What follows belongs to an exercise in optimizing a design on an open flow for small area and a short achievable clock period; a production flow would make more cautious choices. The RTL was checked by simulation tests, not by an equivalence proof against the original design. Power is estimated from default activity; no workload was simulated.

==> design.v <==
module g_inv(input a, output y);
assign y = ~a;
endmodule
module g_nand2(input a, input b, output y);
assign y = ~(a & b);
endmodule
module g_nand3(input a, input b, input c, output y);
assign y = ~(a & b & c);
endmodule
module g_nand4(input a, input b, input c, input d, output y);
assign y = ~(a & b & c & d);
endmodule
module g_and3(input a, input b, input c, output y);
assign y = a & b & c;
endmodule
module g_or2(input a, input b, output y);
assign y = a | b;
endmodule
module g_a22o(input a1, input a2, input b1, input b2, output y);
assign y = (a1 & a2) | (b1 & b2);
endmodule
module g_a21o(input a1, input a2, input b1, output y);
assign y = (a1 & a2) | b1;
endmodule
module g_and2(input a, input b, output y);
assign y = a & b;
endmodule
module g_nor2(input a, input b, output y);
assign y = ~(a | b);
endmodule
module g_nor3(input a, input b, input c, output y);
assign y = ~(a | b | c);
endmodule
module g_a21oi(input a1, input a2, input b1, output y);
assign y = ~((a1 & a2) | b1);
endmodule
module g_o21ai(input a1, input a2, input b1, output y);
assign y = ~((a1 | a2) & b1);
endmodule
module g_o21a(input a1, input a2, input b1, output y);
assign y = (a1 | a2) & b1;
endmodule
module g_o22ai(input a1, input a2, input b1, input b2, output y);
assign y = ~((a1 | a2) & (b1 | b2));
endmodule
module g_a222oi(input a1, input a2, input b1, input b2, input c1, input c2, output y);
assign y = ~((a1 & a2) | (b1 & b2) | (c1 & c2));
endmodule
module g_xnor2(input a, input b, output y);
assign y = ~(a ^ b);
endmodule
module g_xor2(input a, input b, output y);
assign y = a ^ b;
endmodule
module g_a22oi(input a1, input a2, input b1, input b2, output y);
assign y = ~((a1 & a2) | (b1 & b2));
endmodule
module g_ha(input a, input b, output s, output co);
assign s = a ^ b;
assign co = a & b;
endmodule
module g_fa(input a, input b, input c, output s, output co);
assign s = a ^ b ^ c;
assign co = (a & b) | (a & c) | (b & c);
endmodule
module seg_fast(input [3:0] x, input [3:0] xn, output [6:0] y);
wire t0, t1, t2, t3, t4, t5, t6, t7, t8, t9, t10, t11, t12, t13, t14, t15, t16, t17, t18, t19, t20;
g_nand4 u_t0(xn[3], xn[2], xn[1], x[0], t0);
g_nand4 u_t1(xn[3], x[2], xn[1], xn[0], t1);
g_nand4 u_t2(x[3], xn[2], x[1], x[0], t2);
g_nand4 u_t3(x[3], x[2], xn[1], x[0], t3);
g_nand3 u_t4(x[2], x[1], xn[0], t4);
g_nand3 u_t5(x[3], x[1], x[0], t5);
g_nand3 u_t6(x[3], x[2], xn[0], t6);
g_nand4 u_t7(xn[3], x[2], xn[1], x[0], t7);
g_nand3 u_t8(x[3], x[2], x[1], t8);
g_nand4 u_t9(xn[3], xn[2], x[1], xn[0], t9);
g_nand3 u_t10(x[2], x[1], x[0], t10);
g_nand4 u_t11(x[3], xn[2], x[1], xn[0], t11);
g_nand3 u_t12(xn[2], xn[1], x[0], t12);
g_nand2 u_t13(xn[3], x[0], t13);
g_nand3 u_t14(xn[3], x[2], xn[1], t14);
g_nand3 u_t15(xn[3], x[1], x[0], t15);
g_nand3 u_t16(xn[3], xn[2], x[0], t16);
g_nand3 u_t17(xn[3], xn[2], x[1], t17);
g_nand3 u_t18(xn[3], xn[2], xn[1], t18);
g_nand4 u_t19(xn[3], x[2], x[1], x[0], t19);
g_nand4 u_t20(x[3], x[2], xn[1], xn[0], t20);
g_nand4 u_y0(t0, t1, t2, t3, y[0]);
g_nand4 u_y1(t4, t5, t6, t7, y[1]);
g_nand3 u_y2(t6, t8, t9, y[2]);
g_nand4 u_y3(t10, t0, t1, t11, y[3]);
g_nand3 u_y4(t12, t13, t14, y[4]);
g_nand4 u_y5(t15, t16, t17, t3, y[5]);
g_nand3 u_y6(t18, t19, t20, y[6]);
endmodule
module seg_small(input x0, input x0n, input x1n, input x2, input x2n, input x3, input x3n, output [6:0] y);
wire w36, w39, w40, w41, w43, w44, w45, w46, w47, w48, w49, w50, w51, w52, w53, w54;
g_a21oi u56(x1n, x2, x3, w36);
g_nor2 u59(x2n, x3n, w39);
g_a21oi u60(w39, x1n, w36, w40);
g_nand2 u61(x0, x2, w41);
g_nand2 u63(x0n, x2n, w43);
g_a21oi u64(w43, w41, x1n, w44);
g_nor2 u65(x0, w44, w45);
g_nor2 u66(w40, w45, y[5]);
g_nand2 u67(w43, x3n, w46);
g_inv u68(w46, w47);
g_nand2 u69(w41, x1n, w48);
g_o21ai u70(x0, x3, w44, w49);
g_a21oi u71(w49, w48, w39, w50);
g_nor2 u72(w47, w50, w51);
g_nor2 u73(w48, w46, w52);
g_nor2 u74(x0, w52, w53);
g_nor2 u75(w53, w51, y[4]);
g_o21ai u76(w46, w48, w49, y[3]);
g_nor2 u77(w44, w53, w54);
g_nor3 u78(w47, w54, w50, y[2]);
g_nor2 u79(y[5], w50, y[1]);
g_o21a u80(w52, w51, w54, y[0]);
g_a21oi u81(w49, w48, w40, y[6]);
endmodule
module display(
	input [1:0] sel,
	input [15:0] pc,
	input [31:0] inst,
	input [15:0] A,
	input [15:0] B,
	output [55:0] hex
);
wire sA = sel[1] & sel[0];
wire sB = sel[1] & ~sel[0];
wire sP = ~sel[1] & ~sel[0];
wire sI = ~sel[1] & sel[0];
wire [15:0] lo, lon, na, nb, np;
genvar k;
generate for (k = 0; k < 16; k = k + 1) begin : m
	g_nand2 u1(.a(A[k]), .b(sA), .y(na[k]));
	g_nand2 u2(.a(B[k]), .b(sB), .y(nb[k]));
	g_a22oi u3(.a1(pc[k]), .a2(sP), .b1(inst[k]), .b2(sI), .y(np[k]));
	g_nand3 u4(.a(na[k]), .b(nb[k]), .c(np[k]), .y(lo[k]));
	g_and3 u5(.a(na[k]), .b(nb[k]), .c(np[k]), .y(lon[k]));
end endgenerate
generate for (k = 0; k < 4; k = k + 1) begin : d
	seg_fast dl(.x(lo[4*k+3:4*k]), .xn(lon[4*k+3:4*k]), .y(hex[7*k+6:7*k]));
	wire i0n, i1n, i2n, i3n, x0, x2, x3, x3n;
	g_nand2 a0(.a(inst[16+4*k]), .b(sI), .y(i0n));
	g_nand2 a1(.a(inst[17+4*k]), .b(sI), .y(i1n));
	g_nand2 a2(.a(inst[18+4*k]), .b(sI), .y(i2n));
	g_inv a3(.a(inst[19+4*k]), .y(i3n));
	g_nand2 a4(.a(i3n), .b(sI), .y(x3));
	g_inv b0(.a(i0n), .y(x0));
	g_inv b2(.a(i2n), .y(x2));
	g_inv b3(.a(x3), .y(x3n));
	seg_small dh(.x0(x0), .x0n(i0n), .x1n(i1n), .x2(x2), .x2n(i2n), .x3(x3), .x3n(x3n),
		.y(hex[7*k+34:7*k+28]));
end endgenerate
endmodule
module skadd(input [15:0] X, input [15:0] Y, input ci, output [15:0] S);
wire [15:0] p, g0;
genvar k;
generate for (k = 0; k < 16; k = k + 1) begin : pg
	g_ha u(.a(X[k]), .b(Y[k]), .s(p[k]), .co(g0[k]));
end endgenerate
wire [15:0] G1, P1, G2, P2, G3, P3, G4;
wire g0c;
g_a21o uc(.a1(p[0]), .a2(ci), .b1(g0[0]), .y(g0c));
wire [15:0] Gi = {g0[15:1], g0c};
generate for (k = 0; k < 16; k = k + 1) begin : l1
	if (k % 2 == 1) begin : n
		g_a21o ug(.a1(p[k]), .a2(Gi[k-1]), .b1(Gi[k]), .y(G1[k]));
		g_and2 up(.a(p[k]), .b(p[k-1]), .y(P1[k]));
	end else begin : w
		assign G1[k] = Gi[k];
		assign P1[k] = p[k];
	end
end endgenerate
generate for (k = 0; k < 16; k = k + 1) begin : l2
	if (k % 4 >= 2) begin : n
		g_a21o ug(.a1(P1[k]), .a2(G1[k - k % 4 + 1]), .b1(G1[k]), .y(G2[k]));
		if (k >= 4) begin : q
			g_and2 up(.a(P1[k]), .b(P1[k - k % 4 + 1]), .y(P2[k]));
		end else begin : r
			assign P2[k] = 1'b0;
		end
	end else begin : w
		assign G2[k] = G1[k];
		assign P2[k] = P1[k];
	end
end endgenerate
generate for (k = 0; k < 16; k = k + 1) begin : l3
	if (k % 8 >= 4) begin : n
		g_a21o ug(.a1(P2[k]), .a2(G2[k - k % 8 + 3]), .b1(G2[k]), .y(G3[k]));
		if (k >= 8) begin : q
			g_and2 up(.a(P2[k]), .b(P2[k - k % 8 + 3]), .y(P3[k]));
		end else begin : r
			assign P3[k] = 1'b0;
		end
	end else begin : w
		assign G3[k] = G2[k];
		assign P3[k] = P2[k];
	end
end endgenerate
generate for (k = 0; k < 16; k = k + 1) begin : l4
	if (k >= 8) begin : n
		g_a21o ug(.a1(P3[k]), .a2(G3[7]), .b1(G3[k]), .y(G4[k]));
	end else begin : w
		assign G4[k] = G3[k];
	end
end endgenerate
g_xor2 us0(.a(p[0]), .b(ci), .y(S[0]));
generate for (k = 1; k < 16; k = k + 1) begin : sm
	g_xor2 u(.a(p[k]), .b(G4[k-1]), .y(S[k]));
end endgenerate
endmodule
module csabit(input aa, input p, input pcr, input npcr, input bb, input ii, input zb, input sub,
	output s, output c);
wire a, bx, b, i;
g_a22o u0(.a1(aa), .a2(npcr), .b1(p), .b2(pcr), .y(a));
g_xnor2 u1(.a(bb), .b(sub), .y(bx));
g_nor2 u2(.a(bx), .b(zb), .y(b));
g_xor2 u3(.a(ii), .b(sub), .y(i));
g_fa u4(.a(a), .b(b), .c(i), .s(s), .co(c));
endmodule
module resbit(input s, input c, input sum, input inc,
	input kL, input k1, input k2, input kS, input kI, output d);
wire x, r, ns;
g_a21o u0(.a1(c), .a2(kL), .b1(k1), .y(x));
g_a222oi u1(.a1(s), .a2(x), .b1(c), .b2(k2), .c1(inc), .c2(kI), .y(r));
g_nand2 u2(.a(sum), .b(kS), .y(ns));
g_nand2 u3(.a(ns), .b(r), .y(d));
endmodule
module ula(
	input [3:0] Opcode,
	input Sub,      
	input Zb,       
	input Pcr,      
	input nPcr,
	input Link,     
	input rst_n,
	input [15:0] A,
	input [15:0] B,
	input [15:0] Pc,
	input [15:0] Imm,
	input [15:0] Inc,
	output wire [15:0] Sum,
	output wire [15:0] Dm
);
wire [15:0] s, c;
genvar k;
generate for (k = 0; k < 16; k = k + 1) begin : bt
	csabit u(.aa(A[k]), .p(Pc[k]), .pcr(Pcr), .npcr(nPcr), .bb(B[k]), .ii(Imm[k]), .zb(Zb),
		.sub(Sub), .s(s[k]), .c(c[k]));
end endgenerate
skadd add(.X(s), .Y({c[14:0], Sub}), .ci(Sub), .S(Sum));
wire op2 = Opcode == 4'd2;
wire op3 = Opcode == 4'd3;
wire op4 = Opcode == 4'd4;
wire kL = (op2 | op3 | op4) & rst_n;
wire k1 = (op3 | op4) & rst_n;
wire k2 = op3 & rst_n;
wire kS = (Opcode[3:1] == 3'd0) & rst_n;
wire kI = Link & rst_n;
generate for (k = 0; k < 16; k = k + 1) begin : rb
	resbit u(.s(s[k]), .c(c[k]), .sum(Sum[k]), .inc(Inc[k]),
		.kL(kL), .k1(k1), .k2(k2), .kS(kS), .kI(kI), .d(Dm[k]));
end endgenerate
endmodule
module comparador (
	input [15:0] A,
	input [15:0] B,
	input beq, input bne, input bge, input blt, input jal, input jalr,
	output take
);
reg [15:0] L, E;
integer k, d;
always @(*) begin
	E = ~(A ^ B);
	L = ~A & B;
	L[15] = A[15] & ~B[15];
	for (d = 1; d < 16; d = d * 2)
		for (k = 2*d - 1; k < 16; k = k + 2*d) begin
			L[k] = L[k] | (E[k] & L[k-d]);
			E[k] = E[k] & E[k-d];
		end
end
wire eq = E[15];
wire lt = L[15];
assign take = (beq & eq) | (bne & ~eq) | (bge & ~lt) | (blt & lt) | jal | jalr;
endmodule
module controle(
	input [3:0] Opcode,
	output wire WE,     
	output wire Link,   
	output wire Sub,    
	output wire jalr,   
	output wire jal,
	output wire Pcr,    
	output wire nPcr,
	output wire Zb,     
	output wire beq,
	output wire bne,
	output wire bge,
	output wire blt
);
assign beq  = Opcode == 4'd5;
assign bne  = Opcode == 4'd6;
assign bge  = Opcode == 4'd7;
assign blt  = Opcode == 4'd9;
assign jal  = Opcode == 4'd11;
assign jalr = Opcode == 4'd12;
assign Link = jal | jalr;
assign Pcr  = (Opcode == 4'd5) | (Opcode == 4'd6) | (Opcode == 4'd7) | (Opcode == 4'd9) | (Opcode == 4'd11);
assign nPcr = ~((Opcode == 4'd5) | (Opcode == 4'd6) | (Opcode == 4'd7) | (Opcode == 4'd9) | (Opcode == 4'd11));
assign Zb   = (Opcode == 4'd5) | (Opcode == 4'd6) | (Opcode == 4'd7) | (Opcode == 4'd9) | (Opcode == 4'd11) | (Opcode == 4'd12);
assign Sub  = Opcode == 4'd1;
assign WE   = (Opcode <= 4'd4) | Link;
endmodule
module incr(input [15:0] X, output [15:0] S);
wire [16:0] c;
assign c[0] = 1'b1;
genvar k;
generate for (k = 0; k < 16; k = k + 1) begin : h
	assign S[k] = X[k] ^ c[k];
	assign c[k+1] = X[k] & c[k];
end endgenerate
endmodule
module pc(
	input [15:0] Pc,
	input [15:0] Sum,
	input jump,
	input rst_n,
	output wire [15:0] Inc,
	output wire [15:0] E
);
incr inc(.X(Pc), .S(Inc));
wire kS = jump & rst_n;
wire kI = ~jump & rst_n;
genvar k;
generate for (k = 0; k < 16; k = k + 1) begin : b
	g_a22o u(.a1(Sum[k]), .a2(kS), .b1(Inc[k]), .b2(kI), .y(E[k]));
end endgenerate
endmodule
module aoi222(input a1, input a2, input b1, input b2, input c1, input c2, output y);
assign y = ~((a1 & a2) | (b1 & b2) | (c1 & c2));
endmodule
module nand5(input a, input b, input c, input d, input e, output y);
wire p, q;
g_nand3 u0(.a(a), .b(b), .c(c), .y(p));
g_nand2 u1(.a(d), .b(e), .y(q));
g_or2 u2(.a(p), .b(q), .y(y));
endmodule
module rdbit(input [14:0] r, input [14:0] s, output y);
wire [4:0] n;
genvar i;
generate for (i = 0; i < 5; i = i + 1) begin : g
	aoi222 u(.a1(r[3*i]), .a2(s[3*i]), .b1(r[3*i+1]), .b2(s[3*i+1]),
		.c1(r[3*i+2]), .c2(s[3*i+2]), .y(n[i]));
end endgenerate
nand5 u5(.a(n[0]), .b(n[1]), .c(n[2]), .d(n[3]), .e(n[4]), .y(y));
endmodule
module registrador(input [239:0] Q, input [14:0] s, output [15:0] A);
genvar b, k;
generate for (b = 0; b < 16; b = b + 1) begin : bt
	wire [14:0] r;
	for (k = 0; k < 15; k = k + 1) begin : kk
		assign r[k] = Q[16*k + b];
	end
	rdbit u(.r(r), .s(s), .y(A[b]));
end endgenerate
endmodule
module zepto_cpu(
	input clk,
	input rst_n,
	input [1:0] disp_sel,
	input [31:0] inst,
	output reg [15:0] pc,
	output wire [6:0] HEX0,
	output wire [6:0] HEX1,
	output wire [6:0] HEX2,
	output wire [6:0] HEX3,
	output wire [6:0] HEX4,
	output wire [6:0] HEX5,
	output wire [6:0] HEX6,
	output wire [6:0] HEX7,
	output [15:0] VerRA
);
wire [3:0] Rd = inst[7:4];
wire [3:0] Ra = inst[11:8];
wire [3:0] Rb = inst[15:12];
wire [15:0] Imm = inst[31:16];
wire WE, Link, Sub, Pcr, nPcr, Zb, jalr, jal, beq, bne, bge, blt;
controle U3(.Opcode(inst[3:0]), .WE(WE), .Link(Link), .Sub(Sub), .jalr(jalr),
	.jal(jal), .Pcr(Pcr), .nPcr(nPcr), .Zb(Zb), .beq(beq), .bne(bne), .bge(bge), .blt(blt));
reg [239:0] rf;
wire [15:0] sa = 16'd1 << Ra;
wire [15:0] sb = 16'd1 << Rb;
wire [15:0] A, B;
registrador RA(.Q(rf), .s(sa[15:1]), .A(A));
registrador RB(.Q(rf), .s(sb[15:1]), .A(B));
assign VerRA = A;
wire [15:0] Sum, Dm, Inc, E;
ula U7(.Opcode(inst[3:0]), .Sub(Sub), .Zb(Zb), .Pcr(Pcr), .nPcr(nPcr), .Link(Link), .rst_n(rst_n),
	.A(A), .B(B), .Pc(pc), .Imm(Imm), .Inc(Inc), .Sum(Sum), .Dm(Dm));
wire take;
comparador U6(.A(A), .B(B), .beq(beq), .bne(bne), .bge(bge), .blt(blt), .jal(jal), .jalr(jalr), .take(take));
pc U1(.Pc(pc), .Sum(Sum), .jump(take), .rst_n(rst_n), .Inc(Inc), .E(E));
always @(posedge clk)
	pc <= E;
wire [15:0] wd = 16'd1 << Rd;
genvar g;
generate for (g = 1; g < 16; g = g + 1) begin : w
	wire en = (WE & wd[g]) | ~rst_n;
	always @(posedge clk)
		if (en) rf[16*g-1:16*g-16] <= Dm;
end endgenerate
wire [55:0] hex;
display U9(.sel(disp_sel), .pc(pc), .inst(inst), .A(A), .B(B), .hex(hex));
assign {HEX7, HEX6, HEX5, HEX4, HEX3, HEX2, HEX1, HEX0} = hex;
endmodule
==> flow/run.sh <==
#!/bin/bash
# Layout flow: the standard ORFS flow (standard.sh, which runs the
# standard synthesis unchanged), with the input/output port buffers made
# from the smallest buffer cell; timing repair resizes them where needed.
set -euo pipefail
bash standard.sh "BUFFER_PORTS_ARGS=-buffer_cell sky130_fd_sc_hd__buf_1" finish > flow_make.log 2>&1
==> standard.sh <==
#!/bin/bash
# synth_recipe.tcl (not shown) runs the flow's synth.tcl, then flattens the netlist and writes it again
# the make line also repeats each setting of config.mk as NAME=value (left out here)
make -C /OpenROAD-flow-scripts/flow DESIGN_CONFIG=/design/flow/config.mk WORK_HOME=/design/flow/orfs CLKGATE_MAP_FILE= SYNTH_SCRIPT=/design/flow/synth_recipe.tcl "${@:-finish}"
==> config.mk <==
export PLATFORM = sky130hd
export DESIGN_NAME = zepto_cpu
export DESIGN_NICKNAME = zepto_cpu
export VERILOG_FILES = /design/flow/design.v
export SDC_FILE = /design/flow/constraint.sdc
export NUM_CORES = 4
export LEC_CHECK = 0
export CAP_MARGIN = 20
export CORE_MARGIN = 2
export CORE_UTILIZATION = 70
export CTS_CLUSTER_DIAMETER = 100
export CTS_CLUSTER_SIZE = 25
export SETUP_SLACK_MARGIN = 5
export SLEW_MARGIN = 20
export SYNTH_HIERARCHICAL = 1
export TNS_END_PERCENT = 20
==> constraint.sdc <==
create_clock -name core_clock -period 12.0 [get_ports {clk}]
set_input_delay 2.4000 -clock core_clock [delete_from_list [all_inputs] [get_ports {clk}]]
set_output_delay 2.4000 -clock core_clock [all_outputs]
set_load 0.01 [all_outputs]
==> impl_metrics.ini, run 1 <==
[die]
core_area_um2 = 20300
dieArea_um2 = 21900
chipHeight_um = 148
rows = 52
die_x_um = 148
io_pins = 124
start_util = 0.716

[logic_synthesis]
seq_area_frac_synth = 0.518
synth_ff_type = edfxtp_1
synth_warnings = 8
yosysUniqueCellTypes = 43
synth_fp_nets = 1347
netlist_area_um2 = 14500
synth_top_area_cell = edfxtp_1
synthTopCellsByArea = edfxtp_1 (50%), a222oi_1 (12%), ha_1 (4.0%)
syn_inst = 1249
synth.top_cell.area_share = 0.496
synthArstFlopShare = 0
ys_ff_latch = 256
synth_edf_count = 240
syn_avg_cell_area_um2 = 11.6

[drt]
first_pass_iters = 15
wl_per_cell_um = 28.1
routed_via_density = 7.94
final_antenna_net_count = 0
drt_iter0_markers = 3208
drc = 0
routed_wl_um = 49200
vias = 13926

[global_routing]
grt_pass1_vias = 12634
grt_max_degree = 36
antenna_found_initial = 2
globalRouteOverflowTotal = 0
track_usage = 0.414
grt_pass1_wl_um = 70000

[setup_path]
critPathSlowestCell = a222oi_1
crit_top_cell = nand4_1
end_kind = primary output
cp_num_buf_inv = 3
crit_arrival_ns = 4.76
cp_top_family = simple AND/OR/NAND/NOR gates
cpPeakStageDelay_ns = 0.47
crit_type = input port to primary output
path_cells = buf_12 -> nand2b_4 -> nor2_1 -> buf_6 -> a222oi_1 -> nand3_1 -> or2_4 -> nand2_1 -> and3_4 -> nand4_1 -> nand4_1 -> buf_2
critPathRequiredTime_ns = 9.60
crit_fanout = 16
startpoint_type = input port

[clock_network]
cts_max_level = 1
cts_tree = built
cts_root_buf = clkbuf_16
cts_made_buffers = 15
insertion_delay_ns = 0.50
clock_path_buffers = 3
clkTransAtPathRegs_ns = 0.10
cts.sinks = 256

[place]
place.gp.congestion = 0.917
post-place-ws_ns = 4.26
dp_cells = 1690
dp_hpwl_um = 30400
place_area_um2 = 15800
io_buffer_count = 123

[pwr]
power_switching_mw = 0.959
p_int_mw = 1.75
power_density_nw_per_um2 = 157
p_sw_frac = 0.354
leakage_nw = 7.27
power_frac_seq = 0.455
clkPwrFrac = 0.207
total_power_mw = 2.71
vdd_drop_max_mv = 0.142
pwr-share-comb = 0.338

[cells_and_area]
antenna_cells = 0
nNetsFinal = 1580
drive_gt1_frac = 0.203
final_core_util = 0.851
stdcell_count = 1754
finalInstanceArea_um2 = 17300
syn_to_final_growth_pct = 18.8
final_cell_mix = edfxtp_1 (240), a222oi_1 (176), nand2_1 (125), buf_1 (90), nand3_1 (89)
fill_cells = 1029
layout.cells.most_common = edfxtp_1

[sta]
period_minus_slack_ns = 7.16
slew_headroom = 0.256
max_freq_mhz = 140
setup_tns_ns = 0
skew_ns = 0.0256
drv_slew = 0
holdWs_ns = 0.625
hold_violations = 0
finalSetupViolCount = 0
grt_setup_unrepaired = true
fin_crit_sh = 0.596
finalWorstSetupSlack_ns = 4.84
worst_slew_pin_slew_ns = 1.12

[status]
status = finished clean

[run]
max_cap_violations = 0

[min_path]
hold_class = register to register
[flip-flops by register name (all words and copies together) (netlist names)]
| name | count |
|---|---|
| pc | 16 |
| rf | 240 |
[power groups by stage]
stage | sequential (mW) | combinational, mW | clock (mW)
6_report | 1.23 | 0.916 | 0.559
5_1_grt | 1.24 | 0.976 | 0.579
3_5_place_dp | 1.24 | 0.791 | 0
4_1_cts | 1.22 | 0.841 | 0.546
3_3_place_gp | 1.23 | 0.769 | 0
2_1_floorplan | 1.22 | 0.546 | 0
[final timing paths]
check                           startpoint  endpoint  slack (ns)  depth (start not counted)
worst max register to register      rf[96]    rf[15]        7.11                         15
worst min-delay path                 pc[0]     pc[0]        0.63                          2
worst max-delay path              inst[15]   HEX2[0]        4.84                         12
worst min register to register       pc[0]     pc[0]        0.63                          2
[Yosys stat by module, one instance, submodules excluded, excerpt]
module	area, um2	times used
g_and2	6.26	14
g_a21o	7.51	45
g_ha	12.5	16
display	26.3	1
g_o21a	7.51	4
ula	53.8	1
[cells in the mapped netlist (17+ instances only)]
cell        n
or2_1      32
a21oi_2    21
a222oi_1  176
nand2_1   142
nor2_1     79
nand4_1    55
nand3_1   105
a21o_1     45
inv_1      41
edfxtp_1  240
xor2_1     33
ha_1       46
xnor2_1    17
a22o_1     33
[layout make-up]
cell class	count	area, um2	area share
well taps	270	338	0.0195
multi-input cells	954	7460	0.432
clock inverters	4	78.8	0.00456
clock buffers	15	375	0.0217
repair buffers	214	1350	0.0781
inverters	41	154	0.00890
flip-flops and latches	256	7530	0.436
[worst register-to-register path, stage by stage (launching register included)]
cell,delay (ns)
edfxtp_1,0.41
a222oi_1,0.46
nand3_1,0.19
or2_4,0.29
buf_4,0.16
a22o_1,0.24
fa_1,0.51
ha_1,0.35
a21o_1,0.22
a21o_1,0.20
a21o_1,0.25
a21o_1,0.30
a21o_1,0.24
xor2_1,0.22
nand2_1,0.08
nand2_1,0.46
[repair_timing]
item                       CTS  global route
buffers inserted             9            24
pin swaps                   37            70
gates cloned                 5             7
gates resized for setup    128            89
setup endpoints to repair  155           128
hold buffers                 0             0
[cells by family (layout without fill, tap and decap cells)]
kind of cell	count (synthesis)	after routing	share of synthesized area
adder cells (fa/ha/maj)	62	62	0.0616
AND/OR/NAND/NOR	498	502	0.170
flip-flops	256	256	0.518
AO/OA/AOI/OAI	340	340	0.210
XOR/XNOR	50	50	0.0301
buffers and inverters	43	274	0.0114
[metal layers]
| layer | routed length, um | up-vias | track usage | part of all wire |
|---|---|---|---|---|
| met4 | 3410 | 2 | 0.183 | 0.069 |
| met1 | 16000 | 6362 | 0.556 | 0.33 |
| met3 | 8110 | 317 | 0.0917 | 0.16 |
| met5 | 17 | - | 0 | 0.00035 |
| li1 | - | 5717 | - | - |
| met2 | 21700 | 1528 | 0.655 | 0.44 |
==> run 2: changes to the inputs <==
--- a/design.v
+++ b/design.v
@@ -27,2 +27,8 @@
 endmodule
+module g_o221ai(input a1, input a2, input b1, input b2, input c1, output y);
+assign y = ~((a1 | a2) & (b1 | b2) & c1);
+endmodule
+module g_o221a(input a1, input a2, input b1, input b2, input c1, output y);
+assign y = (a1 | a2) & (b1 | b2) & c1;
+endmodule
 module g_nor2(input a, input b, output y);
@@ -126,4 +132,4 @@
 	input [31:0] inst,
-	input [15:0] A,
-	input [15:0] B,
+	input [15:0] An,    
+	input [15:0] Bn,    
 	output [55:0] hex
@@ -134,10 +140,10 @@
 wire sI = ~sel[1] & sel[0];
-wire [15:0] lo, lon, na, nb, np;
+wire nsA = ~sA;
+wire nsB = ~sB;
+wire [15:0] lo, lon, np;
 genvar k;
 generate for (k = 0; k < 16; k = k + 1) begin : m
-	g_nand2 u1(.a(A[k]), .b(sA), .y(na[k]));
-	g_nand2 u2(.a(B[k]), .b(sB), .y(nb[k]));
 	g_a22oi u3(.a1(pc[k]), .a2(sP), .b1(inst[k]), .b2(sI), .y(np[k]));
-	g_nand3 u4(.a(na[k]), .b(nb[k]), .c(np[k]), .y(lo[k]));
-	g_and3 u5(.a(na[k]), .b(nb[k]), .c(np[k]), .y(lon[k]));
+	g_o221ai u4(.a1(An[k]), .a2(nsA), .b1(Bn[k]), .b2(nsB), .c1(np[k]), .y(lo[k]));
+	g_o221a u5(.a1(An[k]), .a2(nsA), .b1(Bn[k]), .b2(nsB), .c1(np[k]), .y(lon[k]));
 end endgenerate
@@ -215,7 +221,7 @@
 endmodule
-module csabit(input aa, input p, input pcr, input npcr, input bb, input ii, input zb, input sub,
+module csabit(input an, input pn, input pcr, input npcr, input bn, input ii, input zb, input sub,
 	output s, output c);
 wire a, bx, b, i;
-g_a22o u0(.a1(aa), .a2(npcr), .b1(p), .b2(pcr), .y(a));
-g_xnor2 u1(.a(bb), .b(sub), .y(bx));
+g_o22ai u0(.a1(an), .a2(pcr), .b1(pn), .b2(npcr), .y(a));
+g_xor2 u1(.a(bn), .b(sub), .y(bx));
 g_nor2 u2(.a(bx), .b(zb), .y(b));
@@ -240,4 +246,4 @@
 	input rst_n,
-	input [15:0] A,
-	input [15:0] B,
+	input [15:0] An,    
+	input [15:0] Bn,    
 	input [15:0] Pc,
@@ -249,5 +255,6 @@
 wire [15:0] s, c;
+wire [15:0] Pn = ~Pc;
 genvar k;
 generate for (k = 0; k < 16; k = k + 1) begin : bt
-	csabit u(.aa(A[k]), .p(Pc[k]), .pcr(Pcr), .npcr(nPcr), .bb(B[k]), .ii(Imm[k]), .zb(Zb),
+	csabit u(.an(An[k]), .pn(Pn[k]), .pcr(Pcr), .npcr(nPcr), .bn(Bn[k]), .ii(Imm[k]), .zb(Zb),
 		.sub(Sub), .s(s[k]), .c(c[k]));
@@ -269,4 +276,4 @@
 module comparador (
-	input [15:0] A,
-	input [15:0] B,
+	input [15:0] An,    
+	input [15:0] Bn,    
 	input beq, input bne, input bge, input blt, input jal, input jalr,
@@ -277,5 +284,5 @@
 always @(*) begin
-	E = ~(A ^ B);
-	L = ~A & B;
-	L[15] = A[15] & ~B[15];
+	E = ~(An ^ Bn);
+	L = An & ~Bn;
+	L[15] = ~An[15] & Bn[15];
 	for (d = 1; d < 16; d = d * 2)
@@ -346,3 +353,3 @@
 endmodule
-module nand5(input a, input b, input c, input d, input e, output y);
+module and5(input a, input b, input c, input d, input e, output y);
 wire p, q;
@@ -350,5 +357,5 @@
 g_nand2 u1(.a(d), .b(e), .y(q));
-g_or2 u2(.a(p), .b(q), .y(y));
+g_nor2 u2(.a(p), .b(q), .y(y));
 endmodule
-module rdbit(input [14:0] r, input [14:0] s, output y);
+module rdbit(input [14:0] r, input [14:0] s, output yn);
 wire [4:0] n;
@@ -359,5 +366,5 @@
 end endgenerate
-nand5 u5(.a(n[0]), .b(n[1]), .c(n[2]), .d(n[3]), .e(n[4]), .y(y));
+and5 u5(.a(n[0]), .b(n[1]), .c(n[2]), .d(n[3]), .e(n[4]), .y(yn));
 endmodule
-module registrador(input [239:0] Q, input [14:0] s, output [15:0] A);
+module registrador(input [239:0] Q, input [14:0] s, output [15:0] An);
 genvar b, k;
@@ -368,3 +375,3 @@
 	end
-	rdbit u(.r(r), .s(s), .y(A[b]));
+	rdbit u(.r(r), .s(s), .yn(An[b]));
 end endgenerate
@@ -397,11 +404,11 @@
 wire [15:0] sb = 16'd1 << Rb;
-wire [15:0] A, B;
-registrador RA(.Q(rf), .s(sa[15:1]), .A(A));
-registrador RB(.Q(rf), .s(sb[15:1]), .A(B));
-assign VerRA = A;
+wire [15:0] An, Bn;    
+registrador RA(.Q(rf), .s(sa[15:1]), .An(An));
+registrador RB(.Q(rf), .s(sb[15:1]), .An(Bn));
+assign VerRA = ~An;
 wire [15:0] Sum, Dm, Inc, E;
 ula U7(.Opcode(inst[3:0]), .Sub(Sub), .Zb(Zb), .Pcr(Pcr), .nPcr(nPcr), .Link(Link), .rst_n(rst_n),
-	.A(A), .B(B), .Pc(pc), .Imm(Imm), .Inc(Inc), .Sum(Sum), .Dm(Dm));
+	.An(An), .Bn(Bn), .Pc(pc), .Imm(Imm), .Inc(Inc), .Sum(Sum), .Dm(Dm));
 wire take;
-comparador U6(.A(A), .B(B), .beq(beq), .bne(bne), .bge(bge), .blt(blt), .jal(jal), .jalr(jalr), .take(take));
+comparador U6(.An(An), .Bn(Bn), .beq(beq), .bne(bne), .bge(bge), .blt(blt), .jal(jal), .jalr(jalr), .take(take));
 pc U1(.Pc(pc), .Sum(Sum), .jump(take), .rst_n(rst_n), .Inc(Inc), .E(E));
@@ -417,3 +424,3 @@
 wire [55:0] hex;
-display U9(.sel(disp_sel), .pc(pc), .inst(inst), .A(A), .B(B), .hex(hex));
+display U9(.sel(disp_sel), .pc(pc), .inst(inst), .An(An), .Bn(Bn), .hex(hex));
 assign {HEX7, HEX6, HEX5, HEX4, HEX3, HEX2, HEX1, HEX0} = hex;
--- a/config.mk
+++ b/config.mk
@@ -9,3 +9,3 @@
 export CORE_MARGIN = 2
-export CORE_UTILIZATION = 70
+export CORE_UTILIZATION = 60
 export CTS_CLUSTER_DIAMETER = 100
==> run 2 against run 1 <==
Against the previous run: routed wire length shrank 2.1%; clock power fell by 3%; critical path type unchanged; first-iteration DRC count decreased by 28%; clock skew decreased by 0.0089 ns; utilization is 12 points lower; area after synthesis up 0.78%; total power is 0.32% lower; flip-flop and latch count stayed put; worst setup slack improved by 0.17 ns; sequential share of layout area fell by 0.89 points; cell count rose by 3.0%; highest routed layer is now met4; critical endpoint is now HEX2[5]; critical path depth decreased by 1.
==> impl_metrics.ini, run 2 <==
[status]
status = finished clean

[global_routing]
grt_max_degree = 34
globalRouteOverflowTotal = 0
antenna_found_initial = 0
grt_pass1_wl_um = 69800
track_usage = 0.351
grt_pass1_vias = 12267

[die]
io_pins = 124
die_x_um = 160
rows = 57
dieArea_um2 = 25700
chipHeight_um = 160
start_util = 0.606
core_area_um2 = 24200

[cells_and_area]
finalInstanceArea_um2 = 17600
top_register = rf
antenna_cells = 0
layout.cells.most_common = edfxtp_1
final_cell_mix = edfxtp_1 (240), a222oi_1 (176), nand2_1 (109), buf_1 (109), nand3_1 (85)
largestRegisters = rf (240), pc (16)
stdcell_count = 1807
largest_reg_flops = 240
syn_to_final_growth_pct = 20.4
nNetsFinal = 1575
drive_gt1_frac = 0.183
final_core_util = 0.730

[drt]
routed_wl_um = 48200
drc = 0
routed_via_density = 7.32
final_antenna_net_count = 0
wl_per_cell_um = 26.7
vias = 13227
first_pass_iters = 15
drt_iter0_markers = 2308

[logic_synthesis]
yosysMostFrequentCell = edfxtp_1
synth_warnings = 8
synth_top_area_cell = edfxtp_1
yosysUniqueCellTypes = 44
synth_fp_nets = 1347
netlist_area_um2 = 14700
synth_ff_type = edfxtp_1
synthTopCellsByArea = edfxtp_1 (49%), a222oi_1 (12%), ha_1 (3.9%)
synth_edf_count = 240
ys_ff_latch = 256
synth.top_cell.area_share = 0.492
seq_area_frac_synth = 0.514
synthArstFlopShare = 0
syn_avg_cell_area_um2 = 11.7
synth_top_cells_by_count = edfxtp_1 (240), a222oi_1 (176), nand2_1 (111), nor2_1 (111), nand3_1 (89)
syn_inst = 1249

[setup_path]
crit_type = input port to primary output
startpoint_type = input port
path_cells = buf_6 -> nand2b_4 -> nor3_2 -> buf_6 -> a222oi_1 -> nand3_1 -> nor2_4 -> o221a_4 -> nand4_1 -> nand4_1 -> buf_1
critPathRequiredTime_ns = 9.60
end_kind = primary output
critPathSlowestCell = a222oi_1
cpPeakStageDelay_ns = 0.36
crit_arrival_ns = 4.58
crit_fanout = 16

[pwr]
vdd_drop_max_mv = 0.120
p_sw_frac = 0.355
clkPwrFrac = 0.200
power_frac_seq = 0.453
power_switching_mw = 0.957
p_int_mw = 1.74
pwr-share-comb = 0.347
leakage_nw = 7.22
power_density_nw_per_um2 = 153

[clock_network]
ctsHoldBuffers = 0
insertion_delay_ns = 0.50
clock_path_buffers = 3
cts_tree = built
clkTransAtPathRegs_ns = 0.10
cts_max_level = 1
cts_root_buf = clkbuf_16
cts.sinks = 256
cts_made_buffers = 14

[sta]
finalSetupViolCount = 0
fin_crit_sh = 0.582
setup_tns_ns = 0
period_minus_slack_ns = 6.98
max_freq_mhz = 143
hold_violations = 0
grt_setup_unrepaired = true
drv_slew = 0
skew_ns = 0.0166
holdWs_ns = 0.669
slew_headroom = 0.201
worst_slew_pin_slew_ns = 1.20

[place]
dp_cells = 1739
dp_hpwl_um = 30500
io_buffer_count = 123
place.gp.congestion = 0.908
place_area_um2 = 16000

[run]
max_cap_violations = 0

[min_path]
hold_class = register to register
[run 2: changes by cell type after synthesis, moves of 31 or more]
cell / previous run / this run
inv_1: 41 / 73
nor2_1: 79 / 111
or2_1: 32 / 0
nand2_1: 142 / 111
[run 2: worst paths after layout]
check,startpoint,end,slack (ns),cells past startpoint
min,pc[0],pc[0],0.67,2
max,inst[15],HEX2[5],5.02,11
max reg2reg,rf[48],rf[125],7.39,15
min reg2reg,pc[0],pc[0],0.67,2
[run 2: final cells by class]
class,instances,area [um2]
Fill cell,1698,6530
Tap cell,324,405
Inverter,73,274
Sequential cell,256,7530
Multi-Input combinational cell,922,7710
Timing Repair Buffer,210,1290
Clock inverter,3,50.0
Clock buffer,19,390
[run 2: metal layers]
| metal | share of wire | global-route usage |
|---|---|---|
| met2 | 0.46 | 0.563 |
| met5 | 0 | 0 |
| met3 | 0.12 | 0.0594 |
| met1 | 0.38 | 0.486 |
| met4 | 0.042 | 0.133 |
[run 2: modules after synthesis (local to each module, per instance), a selection]
module    cells  copies in the design  flops+latches  area (um2)
g_o21ai       1                     8              0        5.00
aoi222        1                   160              0        10.0
incr         16                     1              0         188
g_o21a        1                     4              0        7.51
ula          25                     1              0         114
display       4                     1              0        20.0
g_nand3       1                    88              0        5.00
g_a22o        1                    16              0        8.76
g_o221a       1                    16              0        11.3
g_nand4       1                    52              0        6.26
g_nor2        1                    84              0        3.75
g_o22ai       1                    16              0        6.26
controle     25                     1              0         151
g_a22oi       1                    16              0        12.5
[run 2: kinds of logic (layout without fill, tap and decap cells)]
| logic type | after synthesis | after routing | synth area share |
|---|---|---|---|
| buf+inv | 75 | 305 | 0.0195 |
| fa+ha+maj | 62 | 62 | 0.0611 |
| flops | 256 | 256 | 0.514 |
| compound gates | 372 | 376 | 0.234 |
| simple gates | 434 | 434 | 0.142 |
| xor+xnor | 50 | 50 | 0.0299 |
[run 2: timing repair]
action / 4_1_cts / 5_1_grt
buffers inserted: 14 / 24
pin swaps: 22 / 56
setup endpoints to repair: 83 / 40
gates cloned: 0 / 8
resized for setup: 114 / 70
[run 2: critical path: cells and delay by family]
kind            cells  cell delay [ns]
compound gates      2             0.64
buf+inv             3             0.45
simple gates        6             1.07
[run 2: metrics by stage]
step / setup slack [ns] / power (mW)
floorplan: 5.07 / 1.77
finish: 5.02 / 2.70
CTS: 4.99 / 2.61
global route: 4.94 / 2.82
detailed placement: 4.20 / 2.04
global placement: 4.30 / 2.02
[run 2: power groups by stage]
stage | Combinational (mW) | Clock (mW) | Sequential (mW)
3_3_place_gp | 0.789 | 0 | 1.23
2_1_floorplan | 0.552 | 0 | 1.22
3_5_place_dp | 0.800 | 0 | 1.24
6_report | 0.937 | 0.540 | 1.22
5_1_grt | 1.01 | 0.567 | 1.23
4_1_cts | 0.859 | 0.537 | 1.22

-- separate check: timing with driven ports --
Ports are ideal in the flow. The routed layouts listed here were re-timed in OpenROAD.
Step 1, drivers: a clkbuf_16 drives clk and a buf_2 each remaining input, both assumed.
Step 2 times the ports against the registers' clock, not the clock port: input delays grow and output delays shrink by t, the midpoint of the rising clock arrivals with the driver on.
a / b / c = ideal ports / drivers / drivers and shift; a / b = the first two.
run	t, ns	setup slack, ns	cell pins on the clock port's net
run 1	0.538	4.844 / 4.771 / 4.560	1
run 2	0.542	5.016 / 4.947 / 4.743	1
After both steps setup and hold are still met in every run listed. For run 1, which loses most, drivers alone change the setup slack by -0.073 ns; drivers and shift together by -0.284 ns.
